From an optimization exercise on the open Yosys and OpenROAD flow, aimed at small area, a short achievable clock period and few clock cycles per item; shortcuts taken in it are not production practice. RTL that was checked went through simulation tests only; none was proved equivalent to the original.

Design mult32x32_fast, start of the top module:
module mult32x32_fast (
    input logic clk,
    input logic reset,
    input logic start,
    input logic [31:0] a,
    input logic [31:0] b,
    output logic busy,
    output logic [63:0] product
);
Size in the first run: about 1,800 cells after synthesis, roughly 130 I/O pins.
Settings: LEC_CHECK=0, CAP_MARGIN=20, CORE_MARGIN=2, CORE_UTILIZATION=40, SETUP_SLACK_MARGIN=2.5, SLEW_MARGIN=20, SYNTH_HIERARCHICAL=1, SYNTH_MINIMUM_KEEP_SIZE=0, TNS_END_PERCENT=0; clock period 10.0 ns.
standard.sh (not shown) runs the stock make flow with config.mk's settings and CLKGATE_MAP_FILE= SYNTH_SCRIPT=/design/flow/synth_recipe.tcl, a recipe that flattens the netlist after the stock synthesis.
==> flow/flow/run.sh <==
#!/bin/bash
# Own layout flow: the standard synthesis and layout (standard.sh), with two changes:
#  - before floorplanning, every combinational cell of the synthesized netlist is set to
#    the smallest drive strength of its footprint (flow/resize.py); registers are untouched,
#    and the layout's repair steps size cells up again where needed;
#  - ports are buffered with buf_2 instead of the default port buffer.
# Each tool's output goes to a log file in this folder.
set -euo pipefail
R=orfs/results/sky130hd/mult32x32_fast/base
export BUFFER_PORTS_ARGS="-buffer_cell sky130_fd_sc_hd__buf_2"
bash standard.sh synth > synth.log 2>&1
python3 flow/resize.py "$FLOW_HOME/platforms/sky130hd/lib/sky130_fd_sc_hd__tt_025C_1v80.lib" $R/1_2_yosys.v > resize.log 2>&1
touch $R/1_2_yosys.v
bash standard.sh > layout.log 2>&1
==> flow/flow/resize.py <==
#!/usr/bin/env python3
"""Set every combinational cell of the synthesized netlist to the smallest cell of its
footprint (the same function and pins, the lowest drive strength). Flip-flops, latches and
tie cells are left as synthesis made them. The layout's own repair steps size cells up
again where slew, capacitance or timing need it.
usage: resize.py LIBERTY NETLIST"""
import re, sys, collections
lib, path = sys.argv[1], sys.argv[2]
area, foot, seq = {}, {}, set()
cur = None
for line in open(lib):
    m = re.search(r'^\s*cell\s*\(\s*"?(sky130_fd_sc_hd__\w+)"?\s*\)', line)
    if m:
        cur = m.group(1); continue
    if cur is None:
        continue
    m = re.search(r'^\s*area\s*:\s*([\d.]+)', line)
    if m: area[cur] = float(m.group(1))
    m = re.search(r'cell_footprint\s*:\s*"([^"]+)"', line)
    if m: foot[cur] = m.group(1)
    if re.search(r'^\s*(ff|latch|statetable)\s*\(', line): seq.add(cur)
best = {}
for c, f in foot.items():
    if c in seq or "lpflow" in c or "probe" in c or c not in area:
        continue
    if f not in best or area[c] < area[best[f]]:
        best[f] = c
text = open(path).read()
used = collections.Counter(re.findall(r'^\s*(sky130_fd_sc_hd__\w+)\s', text, re.M))
for c, n in sorted(used.items()):
    if c in seq or c not in foot or "conb" in c:
        continue
    b = best.get(foot[c])
    if b and b != c and area[b] < area[c]:
        text = re.sub(r'(^\s*)%s(\s)' % c, r'\g<1>%s\g<2>' % b, text, flags=re.M)
        print(f"{c} -> {b}: {n}")
open(path, "w").write(text)
Testbench counts at the start, summed over its fixed seeds: cycles 4,794, items 3,200.
Edit:
--- a/flow/flow/run.sh
+++ b/flow/flow/run.sh
@@ -10,0 +11 @@
+export SETUP_MOVE_SEQUENCE="sizeup,swap"
Settings changed: SETUP_SLACK_MARGIN 2.5 to 3.5.
After rerunning:
- The changed run produced a clean layout
- hold slack is better by 0.0069 ns
- first-iteration DRC count climbs slightly
- maximum frequency came out higher by a little under a tenth
- final area rises by roughly a tenth
- setup slack improved by 0.51 ns
- final cell count goes down slightly
- via count goes up slightly
Edit:
--- a/flow/flow/run.sh
+++ b/flow/flow/run.sh
@@ -11 +10,0 @@
-export SETUP_MOVE_SEQUENCE="sizeup,swap"
Settings changed: SETUP_SLACK_MARGIN 3.5 to not set, TNS_END_PERCENT 0 to not set.
Effect:
- The new run completed without violations
- register-to-register slack loses 0.82 ns
- final area drops by 14%
- sequential share of layout area rises by 1.4 points
Edit:
Settings changed: SETUP_SLACK_MARGIN set to 2.
What happened:
- register-to-register slack gets better by 0.08 ns
- maximum frequency goes up by about 2.5%
- setup slack gets better by 0.19 ns
- final area goes up by 0.42%
- first-iteration DRC count goes up by 0.72%
- wire length hardly moves


Another version of the RTL of mult32x32_fast (not shown whole).
For scale: ~1700 cells after synthesis, roughly 130 I/O pins.
## mult32x32_fast
module mult32x32_fast (
    input logic clk,
    input logic reset,
    input logic start,
    input logic [31:0] a,
    input logic [31:0] b,
    output logic busy,
    output logic [63:0] product
);
Settings: LEC_CHECK=0, CAP_MARGIN=20, CORE_MARGIN=2, CORE_UTILIZATION=40, CTS_BUF_LIST=sky130_fd_sc_hd__clkbuf_4 sky130_fd_sc_hd__clkbuf_8, SETUP_SLACK_MARGIN=4.8, SLEW_MARGIN=20, SYNTH_HIERARCHICAL=1, SYNTH_MINIMUM_KEEP_SIZE=0, TNS_END_PERCENT=0; clock period 10.0 ns.
==> flow/flow/run.sh <==
#!/bin/bash
# Own layout flow: the standard synthesis and layout (standard.sh), with these changes:
#  - before floorplanning, each combinational cell of the synthesized netlist gets the drive
#    strength its fanout calls for (flow/resize.py): the smallest variant of its footprint for
#    a small fanout, larger ones for large fanouts. Registers are untouched; the layout's repair
#    steps size cells again where slew, capacitance or timing need it;
#  - ports are buffered with buf_2 instead of the default port buffer;
#  - timing repair only sizes cells up and swaps pins (no buffering or cloning), and the
#    repair after global routing is skipped (the repair after clock tree synthesis remains).
# Each tool's output goes to a log file in this folder.
set -euo pipefail
R=orfs/results/sky130hd/mult32x32_fast/base
export BUFFER_PORTS_ARGS="-buffer_cell sky130_fd_sc_hd__buf_2"
export SKIP_INCREMENTAL_REPAIR=1
export SETUP_MOVE_SEQUENCE="sizeup,swap"
bash standard.sh synth > synth.log 2>&1
python3 flow/resize.py "$FLOW_HOME/platforms/sky130hd/lib/sky130_fd_sc_hd__tt_025C_1v80.lib" $R/1_2_yosys.v > resize.log 2>&1
touch $R/1_2_yosys.v
bash standard.sh > layout.log 2>&1
Other scripts of this flow, unchanged in this note and not shown: flow/flow/resize.py
Change:
CORE_UTILIZATION = 50   (was 40)
Setup slack improved by 0.049 ns.
Via count falls by 0.44%.
Count of clock-buffer cells in the layout rose by 1.
Routed wire length goes down by about 2%.
Change:
CORE_UTILIZATION = 40   (was 50)
GPL_ROUTABILITY_DRIVEN = 0   (was unset)
The changed run completed with no timing, DRC or antenna violations.
Die area increases by a quarter to a third.
Area after synthesis stays the same.
Maximum frequency grows slightly.
Clock-buffer cell count rose by 1.
Change:
--- a/flow/flow/run.sh
+++ b/flow/flow/run.sh
@@ -12,3 +12,3 @@
 R=orfs/results/sky130hd/mult32x32_fast/base
-export BUFFER_PORTS_ARGS="-buffer_cell sky130_fd_sc_hd__buf_2"
+export BUFFER_PORTS_ARGS="-buffer_cell sky130_fd_sc_hd__buf_4"
 export SKIP_INCREMENTAL_REPAIR=1
Register-to-register slack got worse by 0.06 ns.
Sequential share of layout area barely changes.
Die area does not change.
Utilization goes down by 0.22 points.
Routed wire length goes down by about 1%.
Sequential cell count stays the same.
Maximum frequency came out lower by 1.5%.
Non-clock buffer count stays the same.
Clock skew stays flat.
Function was not checked in any run of this note: the RTL went through the layout flow alone.

what the ideal ports hide:
How much do the figures lean on ideal ports? The routed layouts below were timed once more, with nothing changed but the port constraints.
Step 1 (the two cells are an assumption about what drives the block):
set clk [get_ports {clk}]
set_driving_cell -lib_cell sky130_fd_sc_hd__clkbuf_16 $clk
set_driving_cell -lib_cell sky130_fd_sc_hd__buf_2 [delete_from_list [all_inputs] $clk]
Step 2 adds t to the input delays and takes it off the output delays; t is the mean of the earliest and latest rising clock arrival at the registers after step 1. Input paths then give back, and output paths get back, about the clock's delay inside the block.
Slacks: ideal ports / drivers / drivers and shift; pairs: ideal ports / drivers.
| run | shift t [ns] | setup WS [ns] | worst hold slack (ns) | slew at the worst register clock pin (ns) | worst slew at a driven data input, ns |
|---|---|---|---|---|---|
| the first run of note 1 | 0.404 | 2.659 / 2.693 / 2.289 | 0.463 / 0.463 / 0.463 | 0.08 / 0.08 | 0.05 |
| the second run of note 1 | 0.382 | 3.172 / 3.152 / 2.771 | 0.470 / 0.470 / 0.470 | 0.07 / 0.07 | 0.06 |
| the third run of note 1 | 0.399 | 2.016 / 2.051 / 1.652 | 0.468 / 0.468 / 0.468 | 0.07 / 0.07 | 0.04 |
| the fourth run of note 1 | 0.400 | 2.211 / 2.243 / 1.844 | 0.468 / 0.468 / 0.468 | 0.07 / 0.07 | 0.04 |
| the first run of note 2 | 0.497 | 4.483 / 4.498 / 4.000 | 0.698 / 0.698 / 0.698 | 0.10 / 0.10 | 0.05 |
| the second run of note 2 | 0.493 | 4.532 / 4.550 / 4.057 | 0.734 / 0.734 / 0.734 | 0.09 / 0.09 | 0.04 |
| the third run of note 2 | 0.478 | 4.580 / 4.536 / 4.133 | 0.625 / 0.625 / 0.625 | 0.09 / 0.09 | 0.06 |
| the fourth run of note 2 | 0.497 | 4.495 / 4.494 / 4.004 | 0.635 / 0.635 / 0.635 | 0.09 / 0.09 | 0.04 |
After both steps every run listed still meets setup and hold. The setup slack of the fourth run of note 2, which loses most, moves by -0.001 ns with the drivers and by -0.491 ns with both steps.
